What follows belongs to an exercise in optimizing a design on an open flow for small area and a short achievable clock period; a production flow would make more cautious choices. Only simulation tests tie the RTL to the original design; equivalence was not proved. Power figures rest on the tool's default switching activity, not on a simulated workload.

<file path="design/flow/run.sh">
#!/bin/bash
# synth_recipe.tcl (not shown) runs the flow's synth.tcl, then flattens the netlist and writes it again
# the make line also repeats each setting of config.mk as NAME=value (left out here)
make -C /OpenROAD-flow-scripts/flow DESIGN_CONFIG=/design/flow/config.mk WORK_HOME=/design/flow/orfs CLKGATE_MAP_FILE= SYNTH_SCRIPT=/design/flow/synth_recipe.tcl finish
</file>
<file path="design/flow/config.mk">
export PLATFORM = sky130hd
export DESIGN_NAME = ArithmeticLogicUnitSystem
export DESIGN_NICKNAME = ArithmeticLogicUnitSystem
export VERILOG_FILES = /design/flow/design.v
export SDC_FILE = /design/flow/constraint.sdc
export NUM_CORES = 4
export LEC_CHECK = 0
export CAP_MARGIN = 20
export CORE_MARGIN = 2
export CORE_UTILIZATION = 30
export PLACE_DENSITY = 0.5
export SETUP_SLACK_MARGIN = 0.3
export SLEW_MARGIN = 20
</file>
<file path="design/flow/constraint.sdc">
create_clock -name core_clock -period 12.0 [get_ports {Clock}]
set_input_delay 2.4000 -clock core_clock [delete_from_list [all_inputs] [get_ports {Clock}]]
set_output_delay 2.4000 -clock core_clock [all_outputs]
set_load 0.01 [all_outputs]
</file>
<file path="design/flow/design.v">
module DataRegister(
    input wire [7:0] I,
    input wire E,
    input wire [1:0] FunSel,
    input wire Clock,
    output reg [31:0] DROut
    );
    always @(posedge Clock) begin
        if(E) begin
            case(FunSel)
                2'b00: DROut <= {{24{I[7]}},I[7:0]};
                2'b01: DROut <= {24'b0,I[7:0]};
                2'b10: DROut <= {DROut[23:0],I[7:0]};
                2'b11: DROut <= {I[7:0],DROut[31:8]};
            endcase
        end
    end
endmodule
module InstructionRegister(
    input wire [7:0] I,
    input wire Write,
    input wire LH,
    input wire Clock,
    output reg [7:0] IROut
    );
    always @(posedge Clock) begin
        if(Write && !LH)
            IROut <= I;
    end
endmodule
module RegisterFile(
    input wire [31:0] I,
    input wire Clock,
    input wire [2:0] FunSel,
    input wire [2:0] OutASel,
    input wire [2:0] OutBSel,
    input wire [3:0] RegSel,
    input wire [3:0] ScrSel,
    output reg [31:0] OutA, OutB
    );
    wire [7:0] en = {ScrSel[0], ScrSel[1], ScrSel[2], ScrSel[3],
                     RegSel[0], RegSel[1], RegSel[2], RegSel[3]};
    wire incdec = (FunSel[2:1] == 2'b00);
    wire dec    = ~FunSel[0];
    wire shl8   = (FunSel == 3'b110);
    reg [31:0] X;
    always @* begin
        case (FunSel)
            3'b010:  X = I;
            3'b100:  X = {24'b0, I[7:0]};
            3'b101:  X = {16'b0, I[15:0]};
            3'b110:  X = {24'b0, I[7:0]};
            3'b111:  X = {{16{I[15]}}, I[15:0]};
            default: X = 32'b0;
        endcase
    end
    genvar k, i;
    generate
        for (k = 0; k < 8; k = k + 1) begin : R
            reg [31:0] q;
            wire a  = en[k] & incdec;
            wire sh = en[k] & shl8;
            wire ld = en[k] & ~incdec;
            wire [32:0] c;
            wire [31:0] m;
            assign c[0] = a;
            for (i = 0; i < 32; i = i + 1) begin : b
                assign c[i+1] = c[i] & (q[i] ^ dec);
                if (i >= 8) begin : hi
                    assign m[i] = sh ? q[i-8] : ld ? X[i] : q[i];
                end else begin : lo
                    assign m[i] = ld ? X[i] : q[i];
                end
            end
            always @(posedge Clock)
                q <= m ^ c[31:0];
        end
    endgenerate
    always @* begin
        case (OutASel)
            3'b000: OutA = R[0].q;
            3'b001: OutA = R[1].q;
            3'b010: OutA = R[2].q;
            3'b011: OutA = R[3].q;
            3'b100: OutA = R[4].q;
            3'b101: OutA = R[5].q;
            3'b110: OutA = R[6].q;
            3'b111: OutA = R[7].q;
        endcase
        case (OutBSel)
            3'b000: OutB = R[0].q;
            3'b001: OutB = R[1].q;
            3'b010: OutB = R[2].q;
            3'b011: OutB = R[3].q;
            3'b100: OutB = R[4].q;
            3'b101: OutB = R[5].q;
            3'b110: OutB = R[6].q;
            3'b111: OutB = R[7].q;
        endcase
    end
endmodule
module AddressRegisterFile(
    input wire [31:0] I,
    input wire [2:0] RegSel,
    input wire [1:0] FunSel, OutCSel, OutDSel,
    output reg [15:0] OutC, OutD,
    input wire Clock
    );
    wire [2:0] en = {RegSel[0], RegSel[1], RegSel[2]};    
    wire incdec = ~FunSel[1];
    wire dec    = ~FunSel[0];
    wire [15:0] X = FunSel[0] ? 16'b0 : I[15:0];           
    genvar k, i;
    generate
        for (k = 0; k < 3; k = k + 1) begin : A
            reg [15:0] q;
            wire a  = en[k] & incdec;
            wire ld = en[k] & ~incdec;
            wire [16:0] c;
            assign c[0] = a;
            for (i = 0; i < 16; i = i + 1) begin : b
                assign c[i+1] = c[i] & (q[i] ^ dec);
            end
            always @(posedge Clock)
                q <= (ld ? X : q) ^ c[15:0];
        end
    endgenerate
    always @* begin
        case (OutCSel)
            2'b00:   OutC = A[0].q;
            2'b01:   OutC = A[1].q;
            default: OutC = A[2].q;
        endcase
        case (OutDSel)
            2'b00:   OutD = A[0].q;
            2'b01:   OutD = A[1].q;
            default: OutD = A[2].q;
        endcase
    end
endmodule
module ArithmeticLogicUnit(
    input wire [31:0] A, B,
    input wire [4:0] FunSel,
    input wire WF,
    output wire [31:0] ALUOut,
    output reg [3:0] FlagsOut,
    input wire Clock
    );
    wire w32 = FunSel[4];
    wire [3:0] f = FunSel[3:0];
    wire cf = FlagsOut[2];
    reg [3:0] T;
    always @* begin
        case (f)
            4'b0000: T = 4'b1100;    
            4'b0001: T = 4'b1010;    
            4'b0010: T = 4'b0011;    
            4'b0011: T = 4'b0101;    
            4'b0100: T = 4'b0110;    
            4'b0101: T = 4'b0110;    
            4'b0110: T = 4'b1001;    
            4'b0111: T = 4'b1000;    
            4'b1000: T = 4'b1110;    
            4'b1001: T = 4'b0110;    
            4'b1010: T = 4'b0111;    
            default: T = 4'b0000;    
        endcase
    end
    wire arith = (f == 4'b0100) | (f == 4'b0101) | (f == 4'b0110);
    wire sub   = (f == 4'b0110);
    wire cin   = (f == 4'b0110) | ((f == 4'b0101) & cf);
    wire left  = (f == 4'b1011) | (f == 4'b1110);
    wire right = (f == 4'b1100) | (f == 4'b1101) | (f == 4'b1111);
    wire asr   = (f == 4'b1101);
    wire shift = left | right;
    wire [3:0] Thi = w32 ? T : 4'b0000;
    wire arith_hi = arith & w32;
    wire left_hi  = left & w32;
    wire right_hi = right & w32;
    wire lin0   = (f == 4'b1110) & cf;                    
    wire rin31  = (asr & A[31]) | ((f == 4'b1111) & cf);  
    wire rin15  = w32 ? A[16] : ((asr & A[15]) | ((f == 4'b1111) & cf));
    wire [31:0] L, g;
    genvar i;
    generate
        for (i = 0; i < 32; i = i + 1) begin : bitl
            wire [3:0] t = (i < 16) ? T : Thi;
            wire ar = (i < 16) ? arith : arith_hi;
            assign L[i] = A[i] ? (B[i] ? t[3] : t[2]) : (B[i] ? t[1] : t[0]);
            assign g[i] = ar & A[i] & ~L[i];
        end
    endgenerate
    wire [31:0] Gl [0:5];
    wire [31:0] Pl [0:5];
    assign Gl[0] = {g[31:1], g[0] | (L[0] & cin)};
    assign Pl[0] = L;
    genvar l;
    generate
        for (l = 0; l < 5; l = l + 1) begin : lvl
            for (i = 0; i < 32; i = i + 1) begin : b
                if (i & (1 << l)) begin : op
                    localparam integer j = ((i >> l) << l) - 1;
                    assign Gl[l+1][i] = Gl[l][i] | (Pl[l][i] & Gl[l][j]);
                    assign Pl[l+1][i] = Pl[l][i] & Pl[l][j];
                end else begin : pass
                    assign Gl[l+1][i] = Gl[l][i];
                    assign Pl[l+1][i] = Pl[l][i];
                end
            end
        end
    endgenerate
    wire [32:0] c = {Gl[5], cin};
    wire [31:0] res;
    generate
        for (i = 0; i < 32; i = i + 1) begin : outb
            wire lf = (i < 16) ? left : left_hi;
            wire rt = (i < 16) ? right : right_hi;
            wire ci = (i == 16) ? (c[16] & w32) : c[i];
            wire sl = (i == 0) ? lin0 : A[i-1];
            wire sr = (i == 31) ? rin31 : (i == 15) ? rin15 : A[i+1];
            assign res[i] = (L[i] ^ ci) | (lf & sl) | (rt & sr);
        end
    endgenerate
    assign ALUOut = res;
    wire zero = ~|res;
    wire neg  = w32 ? res[31] : res[15];
    wire cout = w32 ? c[32] : c[16];
    wire ovf  = w32 ? (c[31] ^ c[32]) : (c[15] ^ c[16]);
    wire atop = w32 ? A[31] : A[15];
    always @(posedge Clock) begin
        if (WF) begin
            FlagsOut[3] <= zero;
            if (!asr)
                FlagsOut[1] <= neg;
            if (arith)
                FlagsOut[2] <= cout ^ sub;
            else if (left)
                FlagsOut[2] <= atop;
            else if (right & !asr)
                FlagsOut[2] <= A[0];
            if (arith)
                FlagsOut[0] <= ovf;
        end
    end
endmodule
module ArithmeticLogicUnitSystem(
    input wire MuxDSel, IR_Write, IR_LH,
               DR_E, ALU_WF,
               Clock,
    input wire [1:0] MuxASel, MuxBSel, MuxCSel, DR_FunSel,
                     ARF_OutCSel, ARF_OutDSel, ARF_FunSel,
    input wire [2:0] RF_FunSel, RF_OutASel, RF_OutBSel,
                     ARF_RegSel,
    input wire [3:0] RF_RegSel, RF_ScrSel,
    input wire [4:0] ALU_FunSel,
    input wire [7:0] MemOut,
    output wire [15:0] Address,
    output wire [7:0] MemData,
    output wire [31:0] ALUOut,
    output wire Z, C, N, O
);
    wire [31:0] OutA, OutB, DROut;
    wire [15:0] OutC, OutD;
    wire [7:0]  IROut;
    wire [3:0]  FlagsOut;
    reg  [31:0] MuxAOut;
    reg  [15:0] MuxBOut;
    reg  [7:0]  MuxCOut;
    wire [31:0] ALU_A = MuxDSel ? {16'b0, OutC} : OutA;
    ArithmeticLogicUnit ALU(.WF(ALU_WF), .FunSel(ALU_FunSel),
                        .A(ALU_A), .B(OutB), .Clock(Clock),
                        .ALUOut(ALUOut), .FlagsOut(FlagsOut));
    RegisterFile RF(.I(MuxAOut), .Clock(Clock), .RegSel(RF_RegSel),
                .ScrSel(RF_ScrSel), .FunSel(RF_FunSel),
                .OutASel(RF_OutASel), .OutBSel(RF_OutBSel), .OutA(OutA), .OutB(OutB));
    AddressRegisterFile ARF(.I({16'b0, MuxBOut}), .Clock(Clock), .RegSel(ARF_RegSel),
                      .FunSel(ARF_FunSel), .OutDSel(ARF_OutDSel),
                      .OutCSel(ARF_OutCSel), .OutD(OutD), .OutC(OutC));
    DataRegister DR(.I(MemOut), .Clock(Clock), .E(DR_E), .FunSel(DR_FunSel), .DROut(DROut));
    InstructionRegister IR(.I(MemOut), .Clock(Clock), .Write(IR_Write), .LH(IR_LH), .IROut(IROut));
    always @* begin
        case (MuxASel)
            2'b00: MuxAOut = ALUOut;
            2'b01: MuxAOut = {16'b0, OutC};
            2'b10: MuxAOut = DROut;
            2'b11: MuxAOut = {24'b0, IROut};
        endcase
        case (MuxBSel)
            2'b00: MuxBOut = ALUOut[15:0];
            2'b01: MuxBOut = OutC;
            2'b10: MuxBOut = DROut[15:0];
            2'b11: MuxBOut = {8'b0, IROut};
        endcase
        case (MuxCSel)
            2'b00: MuxCOut = ALUOut[7:0];
            2'b01: MuxCOut = ALUOut[15:8];
            2'b10: MuxCOut = ALUOut[23:16];
            2'b11: MuxCOut = ALUOut[31:24];
        endcase
    end
    assign Address = OutD;
    assign MemData = MuxCOut;
    assign {Z, C, N, O} = FlagsOut;
endmodule
</file>
==> results of run 1 <==
[layer usage]
layer | global-route usage (%) | vias up | part of all wire (%)
met5 | 0 | - | 0.016
met3 | 4.82 | 364 | 8.2
li1 | - | 14398 | -
met4 | 14.6 | 4 | 5.9
met1 | 36.2 | 15461 | 43
met2 | 40.7 | 1681 | 43
[path summary, 6_finish.rpt]
path,startpoint,to,cells past startpoint
worst max-delay path,RF_OutBSel[0],MemData[4],16
worst min-delay path,ARF.A[0].q[0],ARF.A[0].q[0],1
worst min register to register,ARF.A[0].q[0],ARF.A[0].q[0],1
worst max register to register,RF.R[2].q[7],RF.R[7].q[30],14
[sequential cells by signal, indices dropped and copies added, names as in the netlist]
| name | count |
|---|---|
| DR.DROut | 32 |
| RF.R.q | 256 |
| ARF.A.q | 48 |
| IR.IROut | 8 |
| ALU.FlagsOut | 4 |
[power by group]
group	internal (mW)	total, mW	switching, mW
registers	1.38	1.89	0.508
clock network	0.863	1.49	0.627
logic	0.727	1.72	0.995
total	2.97	5.10	2.13
[through the flow]
step | util [%] | total power, mW | hold slack (ns) | std cells
6_report | 33.8 | 5.10 | 0.568 | 5248
4_1_cts | 33.8 | 5.08 | 0.563 | 5245
3_5_place_dp | 32.2 | 3.59 | 0.554 | 5162
3_3_place_gp | 32.2 | 3.58 | 0.539 | 5161
2_1_floorplan | - | 2.81 | 0.493 | 3948
5_1_grt | 33.8 | 5.31 | 0.592 | 5248
[synth_stat cells, types with 51 or more instances]
cell type / instances / share of area, %
a21oi_1: 278 / 4.5
a22oi_1: 78 / 1.9
and2_1: 54 / 1.1
and3_1: 65 / 1.3
clkbuf_1: 245 / 3.0
dfxtp_1: 304 / 20
inv_1: 61 / 0.74
mux2_2: 75 / 2.7
mux2i_1: 236 / 7.7
mux4_2: 51 / 3.7
nand2_1: 353 / 4.3
nand2b_1: 51 / 1.0
nand3_1: 114 / 1.9
nor2_1: 273 / 3.3
nor3_1: 120 / 2.0
o211ai_1: 59 / 1.4
o21ai_0: 253 / 4.1
o22ai_1: 97 / 2.0
or3_1: 71 / 1.4
xnor2_1: 174 / 4.9
xor2_1: 173 / 4.9
[final cells by class]
class                      instances  area (um^2)  area share (%)
clock inverter                    24          254           0.740
tap                             1368         1710            4.98
timing repair buffer             188         1680            4.88
inverter                          64          240           0.700
clock buffer                      59         1310            3.83
sequential                       348         7410            21.6
antenna                            3         7.51          0.0219
multi-input combinational       3194        21700            63.3
[logic make-up after synthesis]
group / synth area share, %
mux: 14.3
compound gates: 26.2
xor+xnor: 9.87
simple gates: 19.9
fa+ha+maj: 0.163
flops: 24.1
buf+inv: 5.56
==> reports/metrics.cfg, run 1 <==
[outcome]
status=finished clean

[clock_tree]
cts_tree=built
ctsResizeCount=0
cts_root_buf=clkbuf_16
cts.sinks=348
cts_buffers=47
ctsHoldBuffers=0
clk_latency_ns=0.63
htree_levels=2
post_cts_buffers=0
clk_pin_slew_ns=0.06
clk_path_buf_depth=3

[global_routing]
grt_pass1_vias=28969
grt_pass1_wl_um=212000
overflow=0
antenna_found_initial=6
grt.total_usage_pct=26.9
grt_max_degree=137

[placed_design]
pre_cts_ws_ns=1.33
placed_cell_area_mm2=0.0328
dp_hpwl_um=114000
gp_congestion=0.999
portBuffers=112

[floorplanning]
die_area_mm2=0.105
initial_core_util_pct=30.3
rows=117
core_mm2=0.102
die_w_um=324
pin_count=113
die_height_um=324

[synthesis]
syn_nets=4005
ys_async_sr_fraction_pct=0
syn_area_per_cell_um2=7.80
netlist_instances=3948
ys.warnings.count=6
synth_cell_types=100
ys_seq_area_share_pct=24.1
synth-seq-cells=348
synth_edf_count=44
netlist_area_mm2=0.0308
synth_flop_cell=dfxtp_1

[drt]
viasPerCell=6.08
routed_wl_um=148000
drt_pass1_iterations=6
routedWlPerCell_um=28.3
drc_errors=0
via_count=31908
antenna_left=0
drtIter0Drc=4046

[setup_path]
critPathCaptureType=primary output
worstSetupStartpointType=input pin
cp_data_required_time_ns=9.60
path_cells=buf_2 > buf_4 > and2_1 > a222oi_1 > o21ai_1 > a21oi_1 > or4b_1 > a22o_1 > o211ai_4 > a2bb2oi_1 > a21oi_1 > o21ai_2 > and3_1 > o21ai_0 > mux4_2 > clkdlybuf4s50_1
cp_data_arrival_time_ns=8.44
slowest_stage=o21ai_0
ff2ff_setup_slack_ns=6.10
cp_common_cell=a21oi_1
worst-setup-path-type=input pin to primary output
cp_max_fo=39
critPathBufInv=3
cpLargestDelayFamily=compound AO/OA/AOI/OAI gates
cpPeakStageDelay_ns=0.82

[sta]
worst_pin_slew_ns=1.17
fin_ws_ns=1.16
min_period_ns=10.84
clock_skew_ns=0.0251
final_max_slew_viol_count=0
hold_viol_final=0
max_freq_mhz=92.2
setup_violations=0
min_period_over_period_pct=90.4
setup_tns_ns=0
relSlewSlack_pct=21.9
rsz0062_at_grt=false

[cells_and_area]
drive_gt1_share_pct=9.08
nNetsFinal=3900
final_common_cell=nand2_1
postLayoutCellArea_mm2=0.0343
most-common-layout-cells=353 x nand2_1, 304 x dfxtp_1, 276 x a21oi_1
nFillCells=10773
syn_to_final_growth_pct=11.5

[flow_run]
maxCapViolations=0

[power_and_ir_drop]
p_leak_nw=12.4
peakVddDrop_uv=113
power_density_mw_per_mm2=149

[min_path]
hp-class=flop to flop

==> inputs of run 2 (changes only) <==
--- a/design/flow/config.mk
+++ b/design/flow/config.mk
@@ -10,4 +10,4 @@
 export CORE_UTILIZATION = 30
 export PLACE_DENSITY = 0.5
-export SETUP_SLACK_MARGIN = 0.3
+export SETUP_SLACK_MARGIN = 3
 export SLEW_MARGIN = 20
==> run 2 against run 1 <==
Net effect:
- routed wire length grew 3.1%
- worst setup slack gained 1.9 ns
- die area is the same
- highest routed layer unchanged
- area after synthesis is the same
- sequential share of layout area shrank 1.2 points
- design area grew 6.1%
==> reports/metrics.cfg, run 2 <==
[sta]
hold_slack_ns=0.569
min_period_ns=8.97
rsz0062_at_grt=true
setup_violations=0
clock_skew_ns=0.0294
hold_viol_final=0
setup_tns_ns=0
max_freq_mhz=111
final_max_slew_viol_count=0
relSlewSlack_pct=22.3
worst_pin_slew_ns=1.16
min_period_over_period_pct=74.7

[synthesis]
synth_top_area_share_pct=19.8
synth_cell_types=100
ys_async_sr_fraction_pct=0
synth-seq-cells=348
syn_nets=4005
synth_flop_cell=dfxtp_1
synthTopCellsByCount=353 x nand2_1, 304 x dfxtp_1, 278 x a21oi_1
netlist_instances=3948
netlist_area_mm2=0.0308
synth.most_common_cell=nand2_1
synth_area_leaders=dfxtp_1 20%, mux2i_1 7.7%, xnor2_1 4.9%, xor2_1 4.9%, a21oi_1 4.5%
syn_area_per_cell_um2=7.80
yosysTopAreaCell=dfxtp_1
ys.warnings.count=6
synth_edf_count=44
ys_seq_area_share_pct=24.1

[power_and_ir_drop]
power_density_mw_per_mm2=144
peakVddDrop_uv=115
p_leak_nw=13.2

[cells_and_area]
nNetsFinal=3996
top_regs=RF.R.q (256), ARF.A.q (48), DR.DROut (32)
final_common_cell=nand2_1
drive_gt1_share_pct=15.0
largest_reg_flops=256
postLayoutCellArea_mm2=0.0364
nFillCells=10561
syn_to_final_growth_pct=18.3
top_register=RF.R.q
most-common-layout-cells=347 x nand2_1, 304 x dfxtp_1, 263 x nor2_1
final_util_pct=35.8

[min_path]
hp-class=flop to flop
hold_path_depth=2

[global_routing]
grt_max_degree=137
use_met1_pct=37.2
grt_util_met3_pct=5.24
antenna_found_initial=3
busiest_layer=met2
grt_pass1_wl_um=218000
grt_pass1_vias=29658
grt.total_usage_pct=27.7
overflow=0
use_met2_pct=41.3

[setup_path]
cp_data_arrival_time_ns=6.57
worstSetupStartpointType=input pin
reg2reg_depth=16
cp_data_required_time_ns=9.60
cp_max_fo=28
critPathCaptureType=primary output
worst-setup-path-type=input pin to primary output

[floorplanning]
core_mm2=0.102
die_area_mm2=0.105
pin_count=113
die_height_um=324
die_w_um=324
initial_core_util_pct=30.3
rows=117

[clock_tree]
cts_buffers=47
cts_tree=built
clk_latency_ns=0.64
cts.sinks=348
cts_root_buf=clkbuf_16
clk_path_buf_depth=3
htree_levels=2
clk_pin_slew_ns=0.06
ctsHoldBuffers=0

[drt]
antenna_left=0
routed_wl_um=153000
viasPerCell=6.14
drtIter0Drc=4380
drc_errors=0
drt_pass1_iterations=8
routedWlPerCell_um=28.6
via_count=32822

[flow_run]
maxCapViolations=0

[placed_design]
gp_congestion=0.999
dp_hpwl_um=114000
portBuffers=112
placed_cell_area_mm2=0.0328

[outcome]
status=finished clean

-- run 2: what timing repair did --
| action | CTS | global route |
|---|---|---|
| gates resized for setup | 236 | 62 |
| pin swaps | 39 | 31 |
| setup endpoints to repair | 37 | 22 |
| setup buffers | 63 | 20 |
| cloned | 11 | 2 |
-- run 2: routing by layer --
| layer | share of wire, % | wire length, um |
|---|---|---|
| met1 | 42 | 64500 |
| met2 | 43 | 65100 |
| met3 | 8.8 | 13500 |
| met4 | 6.4 | 9830 |
| met5 | 0.014 | 22 |
-- run 2: per-stage QoR --
stage	std cells	worst slack, ns	total power, mW
final	5342	3.03	5.26
after global placement	5161	1.32	3.58
after detailed placement	5162	1.33	3.59
after global routing	5341	2.95	5.46
after CTS	5319	3.02	5.18
after floorplan	3948	3.36	2.81
-- run 2: cells by family after synthesis --
family	share of synthesized area (%)
compound gates	26.2
mux	14.3
fa+ha+maj	0.163
buf+inv	5.56
flops	24.1
simple gates	19.9
xor+xnor	9.87
-- run 2: critical path, cell delays in order --
cell and delay [ns]:
buf_16 0.16, nor2b_4 0.19, buf_4 0.17, a21oi_1 0.12
o21ai_1 0.21, o31ai_2 0.39, or4b_1 0.50, a22o_1 0.30
o211ai_4 0.30, o2bb2ai_4 0.17, o211ai_1 0.15, a211oi_2 0.30
buf_4 0.17, nor2_1 0.04, mux2_4 0.36, mux4_2 0.46
buf_2 0.16
-- run 2: final timing paths --
check / start / endpoint / slack [ns]
max: RF_OutASel[0] / MemData[6] / 3.03
min: ARF.A[1].q[2] / ARF.A[1].q[2] / 0.57
max reg2reg: RF.R[7].q[5] / RF.R[7].q[30] / 6.49
min reg2reg: ARF.A[1].q[2] / ARF.A[1].q[2] / 0.57
-- run 2: area by class of cell --
class	instances	area, um^2	area share (%)
Timing Repair inverter	1	5.00	0.0137
Multi-Input combinational cell	3195	22600	62.1
Clock inverter	24	254	0.697
Sequential cell	348	7410	20.3
Timing Repair Buffer	282	2860	7.84
Clock buffer	59	1310	3.61
Inverter	64	262	0.718
Tap cell	1368	1710	4.70
Antenna cell	1	2.50	0.00687
-- run 2: power breakdown --
part	total [mW]	internal (mW)	switching, mW
logic	1.87	0.814	1.06
clock network	1.49	0.863	0.629
registers	1.90	1.38	0.514
==> inputs of run 3 (changes only) <==
--- a/design/flow/design.v
+++ b/design/flow/design.v
@@ -59,44 +59,71 @@
         for (k = 0; k < 8; k = k + 1) begin : R
             reg [31:0] q;
-            wire a  = en[k] & incdec;
-            wire sh = en[k] & shl8;
-            wire ld = en[k] & ~incdec;
-            wire [32:0] c;
-            wire [31:0] m;
+            wire [31:0] d;
+            wire a   = en[k] & incdec;
+            wire sh  = en[k] & shl8;
+            wire ldl = en[k] & ~incdec;           
+            wire ldh = en[k] & ~incdec & ~shl8;   
+            wire hd  = ~(en[k] & ~incdec);        
+            wire [16:0] c;
             assign c[0] = a;
-            for (i = 0; i < 32; i = i + 1) begin : b
-                assign c[i+1] = c[i] & (q[i] ^ dec);
-                if (i >= 8) begin : hi
-                    assign m[i] = sh ? q[i-8] : ld ? X[i] : q[i];
-                end else begin : lo
-                    assign m[i] = ld ? X[i] : q[i];
+            for (i = 0; i < 16; i = i + 1) begin : s
+                if (i < 4) begin : lo
+                    RegSlice #(.SH(0)) sl(.q(q[2*i+1:2*i]), .qm8(2'b00), .x(X[2*i+1:2*i]),
+                        .c(c[i]), .dec(dec), .sh(1'b0), .ld(ldl), .hd(hd),
+                        .d(d[2*i+1:2*i]), .cn(c[i+1]));
+                end else begin : hi
+                    RegSlice #(.SH(1)) sl(.q(q[2*i+1:2*i]), .qm8(q[2*i-7:2*i-8]), .x(X[2*i+1:2*i]),
+                        .c(c[i]), .dec(dec), .sh(sh), .ld(ldh), .hd(hd),
+                        .d(d[2*i+1:2*i]), .cn(c[i+1]));
                 end
             end
             always @(posedge Clock)
-                q <= m ^ c[31:0];
+                q <= d;
+        end
+    endgenerate
+    wire [7:0] sa = 8'b1 << OutASel;
+    wire [7:0] sb = 8'b1 << OutBSel;
+    generate
+        for (i = 0; i < 32; i = i + 1) begin : rd
+            wire [7:0] col = {R[7].q[i], R[6].q[i], R[5].q[i], R[4].q[i],
+                              R[3].q[i], R[2].q[i], R[1].q[i], R[0].q[i]};
+            wire ya, yb;
+            ReadBit8 ra(.d(col), .s(sa), .y(ya));
+            ReadBit8 rb(.d(col), .s(sb), .y(yb));
+            always @* begin
+                OutA[i] = ya;
+                OutB[i] = yb;
+            end
+        end
+    endgenerate
+endmodule
+module RegSlice #(parameter SH = 1) (
+    input wire [1:0] q, qm8, x,
+    input wire c, dec, sh, ld, hd,
+    output wire [1:0] d,
+    output wire cn
+    );
+    wire c1 = c & (q[0] ^ dec);
+    assign cn = c1 & (q[1] ^ dec);
+    wire [1:0] m;
+    genvar j;
+    generate
+        for (j = 0; j < 2; j = j + 1) begin : b
+            if (SH) begin : s
+                assign m[j] = (sh & qm8[j]) | (ld & x[j]) | (hd & q[j]);
+            end else begin : n
+                assign m[j] = (ld & x[j]) | (hd & q[j]);
+            end
         end
     endgenerate
-    always @* begin
-        case (OutASel)
-            3'b000: OutA = R[0].q;
-            3'b001: OutA = R[1].q;
-            3'b010: OutA = R[2].q;
-            3'b011: OutA = R[3].q;
-            3'b100: OutA = R[4].q;
-            3'b101: OutA = R[5].q;
-            3'b110: OutA = R[6].q;
-            3'b111: OutA = R[7].q;
-        endcase
-        case (OutBSel)
-            3'b000: OutB = R[0].q;
-            3'b001: OutB = R[1].q;
-            3'b010: OutB = R[2].q;
-            3'b011: OutB = R[3].q;
-            3'b100: OutB = R[4].q;
-            3'b101: OutB = R[5].q;
-            3'b110: OutB = R[6].q;
-            3'b111: OutB = R[7].q;
-        endcase
-    end
+    assign d[0] = c  ? ~q[0] : m[0];
+    assign d[1] = c1 ? ~q[1] : m[1];
+endmodule
+module ReadBit8(
+    input wire [7:0] d,
+    input wire [7:0] s,
+    output wire y
+    );
+    assign y = |(d & s);
 endmodule
 module AddressRegisterFile(
@@ -115,27 +142,39 @@
         for (k = 0; k < 3; k = k + 1) begin : A
             reg [15:0] q;
+            wire [15:0] d;
             wire a  = en[k] & incdec;
             wire ld = en[k] & ~incdec;
-            wire [16:0] c;
+            wire [8:0] c;
             assign c[0] = a;
-            for (i = 0; i < 16; i = i + 1) begin : b
-                assign c[i+1] = c[i] & (q[i] ^ dec);
+            for (i = 0; i < 8; i = i + 1) begin : s
+                RegSlice #(.SH(0)) sl(.q(q[2*i+1:2*i]), .qm8(2'b00), .x(X[2*i+1:2*i]),
+                    .c(c[i]), .dec(dec), .sh(1'b0), .ld(ld), .hd(~ld),
+                    .d(d[2*i+1:2*i]), .cn(c[i+1]));
             end
             always @(posedge Clock)
-                q <= (ld ? X : q) ^ c[15:0];
+                q <= d;
         end
     endgenerate
-    always @* begin
-        case (OutCSel)
-            2'b00:   OutC = A[0].q;
-            2'b01:   OutC = A[1].q;
-            default: OutC = A[2].q;
-        endcase
-        case (OutDSel)
-            2'b00:   OutD = A[0].q;
-            2'b01:   OutD = A[1].q;
-            default: OutD = A[2].q;
-        endcase
-    end
+    wire [2:0] sc = {OutCSel[1], OutCSel == 2'b01, OutCSel == 2'b00};
+    wire [2:0] sd = {OutDSel[1], OutDSel == 2'b01, OutDSel == 2'b00};
+    generate
+        for (i = 0; i < 16; i = i + 1) begin : rd
+            wire [2:0] col = {A[2].q[i], A[1].q[i], A[0].q[i]};
+            wire yc, yd;
+            ReadBit3 rc(.d(col), .s(sc), .y(yc));
+            ReadBit3 rd(.d(col), .s(sd), .y(yd));
+            always @* begin
+                OutC[i] = yc;
+                OutD[i] = yd;
+            end
+        end
+    endgenerate
+endmodule
+module ReadBit3(
+    input wire [2:0] d,
+    input wire [2:0] s,
+    output wire y
+    );
+    assign y = |(d & s);
 endmodule
 module ArithmeticLogicUnit(
--- a/design/flow/config.mk
+++ b/design/flow/config.mk
@@ -12,2 +12,4 @@
 export SETUP_SLACK_MARGIN = 3
 export SLEW_MARGIN = 20
+export SYNTH_HIERARCHICAL = 1
+export SYNTH_MINIMUM_KEEP_SIZE = 0
==> run 3 against run 2 <==
Net effect:
- still clean on timing, DRC and antenna
- clock power fell by 5%
- flip-flop and latch count unchanged
- hold slack worse by 0.072 ns
- sequential power shrank about 10%
- critical path depth grew 4
- non-clock buffer count is 53 higher
- worst setup slack got worse by 0.20 ns
- clock skew grew 0.017 ns
- area after synthesis is 10% lower
- clock-buffer cell count rose by 6
- largest power group unchanged
==> reports/metrics.cfg, run 3 <==
[power_and_ir_drop]
power_density_mw_per_mm2=135
peakVddDrop_uv=98.5
p_leak_nw=13.0
p_total_mw=4.58

[sta]
hold_viol_final=0
clock_skew_ns=0.0462
min_period_over_period_pct=76.4
fin_ws_ns=2.83
worst_pin_slew_ns=1.20
rsz0062_at_grt=true
setup_tns_ns=0
final_max_slew_viol_count=0
setup_violations=0
max_freq_mhz=109
relSlewSlack_pct=19.9
hold_slack_ns=0.497
min_period_ns=9.17

[drt]
drt_pass1_iterations=13
antenna_left=0
viasPerCell=6.45
drc_errors=0
drtIter0Drc=4741
routed_wl_um=122000
via_count=28936
routedWlPerCell_um=27.2

[setup_path]
ff2ff_setup_slack_ns=6.23
worstSetupStartpointType=input pin
cp_data_required_time_ns=9.60
cp_max_fo=16
reg2reg_depth=20
critPathCaptureType=primary output
worst-setup-path-type=input pin to primary output
r2r_end=RF.R[4].q[28]
cp_data_arrival_time_ns=6.77
r2r-start=ARF.A[0].q[1]

[clock_tree]
cts_tree=built
clk_latency_ns=0.61
ctsHoldBuffers=0
cts.sinks=348
htree_levels=2
cts_buffers=45
clk_path_buf_depth=3
clk_pin_slew_ns=0.06
cts_root_buf=clkbuf_16

[cells_and_area]
syn_to_final_growth_pct=23.4
most-common-layout-cells=304 x dfxtp_1, 280 x a222oi_1, 257 x mux2i_1
drive_gt1_share_pct=21.4
largest_reg_flops=256
top_register=RF.R.q
nNetsFinal=3323
top_regs=RF.R.q (256), ARF.A.q (48), DR.DROut (32)
final_common_cell=dfxtp_1
postLayoutCellArea_mm2=0.0340
n_antenna_cell=0
nFillCells=9222

[floorplanning]
die_area_mm2=0.0944
initial_core_util_pct=30.2
core_mm2=0.0914
rows=111
die_height_um=307
die_w_um=307
pin_count=113

[global_routing]
grt_pass1_vias=25865
grt_max_degree=194
grt_util_met3_pct=4.91
grt_pass1_wl_um=176000
grt.total_usage_pct=24.4
busiest_layer=met2
use_met2_pct=39.6
overflow=0
antenna_found_initial=3
use_met1_pct=32.7

[synthesis]
netlist_instances=3049
netlist_area_mm2=0.0276
syn_area_per_cell_um2=9.04
syn_nets=3106
ys.warnings.count=12

[flow_run]
maxCapViolations=0

[min_path]
hold_start=ARF.A[0].q[15]
hp-class=flop to flop
whs_endpoint=ARF.A[0].q[15]
hold_path_depth=1

[placed_design]
gp_congestion=0.965
pre_cts_ws_ns=0.994
portBuffers=112
placed_cell_area_mm2=0.0302
dp_hpwl_um=87600

[outcome]
status=finished clean

run 3: repair_timing:
item / CTS / global route
pin swaps: 56 / 57
endpoints found under the setup margin: 39 / 29
gates resized for setup: 237 / 86
cloned: 8 / 5
setup buffers: 88 / 44
endpoints found under the hold margin: 0 / 0
run 3: how the worst max path moves through the flow:
stage                         startpoint             to  cells after the start  slack (ns)
after floorplan             RF_FunSel[0]  RF.R[0].q[31]                     19        1.79
after global placement    ARF_OutCSel[1]     MemData[3]                     18        1.14
after detailed placement  ARF_OutCSel[1]     MemData[3]                     18        0.99
after global routing       ALU_FunSel[1]     MemData[5]                     22        2.75
final                      RF_OutASel[0]     MemData[5]                     21        2.83
after CTS                  RF_OutASel[1]     MemData[3]                     17        2.88
run 3: routing by layer:
| layer | vias up | routed length (um) |
|---|---|---|
| met5 | - | 21 |
| met4 | 4 | 4220 |
| met3 | 257 | 11800 |
| met2 | 1672 | 55300 |
| met1 | 14135 | 50600 |
| li1 | 12868 | - |
run 3: report_power, final:
part / switching [mW] / leakage, nW / internal, mW / total, mW
combinational: 0.809 / 9.30 / 0.656 / 1.46
clock: 0.590 / 0.735 / 0.822 / 1.41
sequential: 0.367 / 2.93 / 1.34 / 1.71
run 3: critical path, cell delays in order:
cell      delay, ns
buf_12         0.11
nor3b_4        0.15
buf_12         0.14
buf_12         0.14
a22oi_2        0.21
nand4_1        0.26
mux2_4         0.38
nand2b_4       0.15
o32ai_2        0.23
or2_4          0.19
nor4_4         0.06
and3_4         0.19
a221o_1        0.43
buf_4          0.17
o211ai_1       0.16
buf_4          0.16
a21oi_4        0.06
o21ai_2        0.12
or3b_4         0.42
mux4_2         0.49
buf_6          0.14
run 3: area by class of cell:
| class | instances | area, um^2 | area share, % |
|---|---|---|---|
| Sequential cell | 348 | 7410 | 21.8 |
| Multi-Input combinational cell | 2475 | 20100 | 59.1 |
| Clock inverter | 17 | 195 | 0.573 |
| Timing Repair Buffer | 335 | 3290 | 9.65 |
| Clock buffer | 65 | 1300 | 3.82 |
| Tap cell | 1186 | 1480 | 4.36 |
| Inverter | 61 | 235 | 0.691 |
run 3: metrics by stage:
| step | util, % | std cells |
|---|---|---|
| after floorplan | - | 3049 |
| after global placement | 33.0 | 4258 |
| after detailed placement | 33.0 | 4259 |
| after CTS | 36.3 | 4437 |
| after global routing | 37.2 | 4487 |
| final | 37.2 | 4487 |

[port drivers added, routing unchanged]
The flow's constraints put no driver on any port. The routed layouts listed below were extracted and timed again, unchanged, in two steps. Step 1 assumes that a clkbuf_16 drives the clock port and a buf_2 every other input. Step 2, shift: input delay + t, output delay - t, t = (earliest + latest rising clock arrival at the registers) / 2. This alone moves slack from input paths to output paths. Slacks: no drivers / after step 1 / after step 2; pairs: no drivers / after step 1.
run | t (ns) | setup slack, ns | slew at the worst register clock pin (ns)
run 1 | 0.684 | 1.157 / 1.040 / 1.040 | 0.07 / 0.07
run 2 | 0.697 | 3.031 / 2.792 / 2.792 | 0.07 / 0.07
run 3 | 0.652 | 2.832 / 2.719 / 2.719 | 0.07 / 0.07
After both steps setup and hold are still met in every run listed. The setup slack of run 2, which loses most, moves by -0.239 ns with the drivers and by -0.239 ns with both steps.
